Background: an optimization exercise with open tools, aiming at small area. Do not read the settings as production practice.
The RTL was checked by simulation tests, not by an equivalence proof against the original design.

==> run a: inputs <==
==> flow/design.v (excerpt) <==
module chen_cordic #(
    parameter ROTATE_TYPE = "ROTATE",
    parameter DATABITS = 17,
    parameter ITERATIONS = 16
)(
    input clk,
    input rst_n,
    input Validin,
    input signed [DATABITS-1:0] Xin,
    input signed [DATABITS-1:0] Yin,
    input signed [17:0] Ain,
    output Validout,
    output signed [DATABITS-1:0] Xout,
    output signed [DATABITS-1:0] Yout,
    output signed [17:0] Aout
);
Settings: LEC_CHECK=0, CAP_MARGIN=20, CORE_MARGIN=2, CORE_UTILIZATION=70, CTS_BUF_LIST=sky130_fd_sc_hd__clkbuf_8, CTS_CLUSTER_DIAMETER=70, CTS_CLUSTER_SIZE=18, SLEW_MARGIN=20, SYNTH_HIERARCHICAL=1, SYNTH_MINIMUM_KEEP_SIZE=0; clock period 6.5 ns.
standard.sh (not shown) runs the stock make flow with config.mk's settings and CLKGATE_MAP_FILE= SYNTH_SCRIPT=/design/flow/synth_recipe.tcl, a recipe that flattens the netlist after the stock synthesis.
==> flow/flow/run.sh <==
#!/bin/bash
# The standard layout (the standard.sh, all steps), with one change: the buffer that
# placement puts on every input and output port is a plain sky130_fd_sc_hd__buf_1 instead of
# the cell buffer_ports picks by itself (a 10 um2 delay buffer). Every port still gets its buffer.
set -euo pipefail
export BUFFER_PORTS_ARGS="-buffer_cell sky130_fd_sc_hd__buf_1"
bash standard.sh > standard.log 2>&1
==> run b: changes against run a <==
==> flow/run.sh (new file) <==
#!/bin/bash
# synth_recipe.tcl (not shown) runs the flow's synth.tcl, then flattens the netlist and writes it again
# the make line also repeats each setting of config.mk as NAME=value (left out here)
make -C /OpenROAD-flow-scripts/flow DESIGN_CONFIG=/design/flow/config.mk WORK_HOME=/design/flow/orfs CLKGATE_MAP_FILE= SYNTH_SCRIPT=/design/flow/synth_recipe.tcl finish
--- a/flow/config.mk
+++ b/flow/config.mk
@@ -9,8 +9,8 @@
 export CORE_MARGIN = 2
 export CORE_UTILIZATION = 70
 export CTS_BUF_LIST = sky130_fd_sc_hd__clkbuf_8
-export CTS_CLUSTER_DIAMETER = 70
-export CTS_CLUSTER_SIZE = 18
+export CTS_CLUSTER_DIAMETER = 60
+export CTS_CLUSTER_SIZE = 20
 export SLEW_MARGIN = 20
 export SYNTH_HIERARCHICAL = 1
 export SYNTH_MINIMUM_KEEP_SIZE = 0
removed: flow/flow/run.sh
removed: flow/standard.sh
==> run c: changes against run a <==
--- a/flow/config.mk
+++ b/flow/config.mk
@@ -8,9 +8,9 @@
 export CAP_MARGIN = 20
 export CORE_MARGIN = 2
 export CORE_UTILIZATION = 70
-export CTS_BUF_LIST = sky130_fd_sc_hd__clkbuf_8
-export CTS_CLUSTER_DIAMETER = 70
-export CTS_CLUSTER_SIZE = 18
+export CTS_BUF_LIST = sky130_fd_sc_hd__clkbuf_4
+export CTS_CLUSTER_DIAMETER = 40
+export CTS_CLUSTER_SIZE = 10
 export SLEW_MARGIN = 20
 export SYNTH_HIERARCHICAL = 1
 export SYNTH_MINIMUM_KEEP_SIZE = 0
==> run summary <==
quantity	run a	run b	run c
Htree depth	2	2	3
Final RePlAce weighted congestion	0.846	0.838	0.846
Worst setup slack after placement	-0.117 ns	-0.155 ns	-0.117 ns
Design Area, Final	0.0354 mm2	0.0364 mm2	0.0359 mm2
Run status	no timing/DRC/antenna violations	no timing/DRC/antenna violations	no timing/DRC/antenna violations
Count of clock-net buffers in the final layout	43	47	91
Share of the cycle needed by the critical path after routing	97.9%	98.8%	97.3%
Root buffer cell	sky130_fd_sc_hd__clkbuf_8	sky130_fd_sc_hd__clkbuf_8	sky130_fd_sc_hd__clkbuf_4
CTS resizes	6	6	5
Nets	3,519	3,532	3,564
Met1 track demand over resource in global routing	29.8%	30.6%	29.6%
Standard cell area after detailed placement	0.0345 mm2	0.0352 mm2	0.0345 mm2
Number of antenna violations at the first check in global routing	0	2	2
Area grow syn2layout	5.88%	8.99%	7.28%
Maximum frequency from static timing analysis	0.157 GHz	0.156 GHz	0.158 GHz
Multi-input combinational area share	61.0%	59.3%	60.2%
Met1 layer wirelength in the final routing	22.7 mm	23.3 mm	22.7 mm
Area of the multi-input gates	0.0216 mm2	0.0216 mm2	0.0216 mm2
Max incr delay on CP	0.57 ns	0.59 ns	0.62 ns
CP required	7.04 ns	7.04 ns	7.22 ns
Fraction of area in clock buffers and inverters	2.03%	2.87%	3.32%
GRT Util Overall	24.0%	24.5%	24.5%

* * *

==> cedar: inputs <==
Another version of the RTL of chen_cordic (not shown whole).
clock: 6.5 ns
lec_check: 0
cap_margin: 20
core_margin: 2
core_utilization: 40
cts_buf_list: sky130_fd_sc_hd__clkbuf_8
cts_cluster_diameter: 60
cts_cluster_size: 20
slew_margin: 20
synth_hierarchical: 1
synth_minimum_keep_size: 0
run.sh (not shown) runs the stock make flow with config.mk's settings and CLKGATE_MAP_FILE= SYNTH_SCRIPT=/design/flow/synth_recipe.tcl, a recipe that flattens the netlist after the stock synthesis.
Stock flow here: none of the scripts above is used.
==> nickel (differences from cedar) <==
==> flow/flow/run.sh (new file) <==
#!/bin/bash
# The standard layout (the standard.sh, all steps), with one change: the buffer that
# placement puts on every input and output port is a plain sky130_fd_sc_hd__buf_1 instead of
# the cell buffer_ports picks by itself (a 10 um2 delay buffer). Every port still gets its buffer.
set -euo pipefail
export BUFFER_PORTS_ARGS="-buffer_cell sky130_fd_sc_hd__buf_1"
bash standard.sh > standard.log 2>&1
==> flow/standard.sh (new file) <==
#!/bin/bash
# synth_recipe.tcl (not shown) runs the flow's synth.tcl, then flattens the netlist and writes it again
# the make line also repeats each setting of config.mk as NAME=value (left out here)
make -C /OpenROAD-flow-scripts/flow DESIGN_CONFIG=/design/flow/config.mk WORK_HOME=/design/flow/orfs CLKGATE_MAP_FILE= SYNTH_SCRIPT=/design/flow/synth_recipe.tcl "${@:-finish}"
removed: flow/run.sh
==> comparison <==
nickel went through all stages and came out clean. cedar passed the timing, DRC and antenna checks. Die area is the same in cedar and nickel. In cedar the count of clock-buffer cells in the layout is lower than in nickel, by 3. Between cedar and nickel, the lower final cell count is in nickel (gap about 0.8%, measured against nickel). In cedar the non-clock buffer count is higher than in nickel, by 29.
==> figures <==
Outcome: nickel complete, no violations; cedar complete, no violations
Largest net degree at the start of global routing: nickel 32; cedar 31
Worst setup skew after layout: nickel 0.08960 ns; cedar 0.07073 ns
Detailed Route Iter0 Violations: nickel 457; cedar 530
Data arrival at the endpoint of the critical path: nickel 6.93 ns; cedar 6.92 ns
Post-layout net count: nickel 3400; cedar 3429
Pre-CTS setup slack: nickel -0.05133 ns; cedar -0.2355 ns
Post-Route Utilization: nickel 44.53%; cedar 45.57%
Met2 demand-to-capacity share in global routing: nickel 24.81%; cedar 25.17%
Shortest period the worst path allows: nickel 6.348 ns; cedar 6.321 ns
Worst hold margin: nickel 0.3162 ns; cedar 0.3242 ns
Buffer count excluding the clock tree in the final layout: nickel 184; cedar 213

-- afterwards: timing with drivers on the ports --
The flow's constraints put no driver on any port. The routed layouts listed below were extracted and timed again, unchanged, in two steps.
Step 1: set_driving_cell puts a clkbuf_16 on clk and a buf_2 on each other input, an assumption about the parent block.
Step 2 times the ports against the registers' clock, not the clock port: input delays grow and output delays shrink by t, the midpoint of the rising clock arrivals with the driver on.
Three values: ideal, step 1, step 2; two values: the first two.
run | shift t [ns] | setup WS [ns] | hold slack, ns | latest minus earliest clock arrival (ns)
run a | 0.693 | 0.139 / 0.139 / 0.139 | 0.332 / 0.332 / 0.332 | 0.036 / 0.036
run b | 0.699 | 0.076 / 0.076 / -0.135 | 0.337 / 0.337 / 0.337 | 0.038 / 0.038
run c | 0.876 | 0.173 / 0.173 / 0.158 | 0.326 / 0.326 / 0.326 | 0.065 / 0.066
cedar | 0.738 | 0.179 / 0.179 / -0.159 | 0.324 / 0.324 / 0.324 | 0.071 / 0.070
nickel | 0.745 | 0.152 / 0.152 / 0.017 | 0.316 / 0.316 / 0.316 | 0.090 / 0.090
Met with ideal ports but missed after step 2: setup timing in run b and cedar. The setup slack of cedar, which loses most, moves by 0.000 ns with the drivers and by -0.338 ns with both steps.
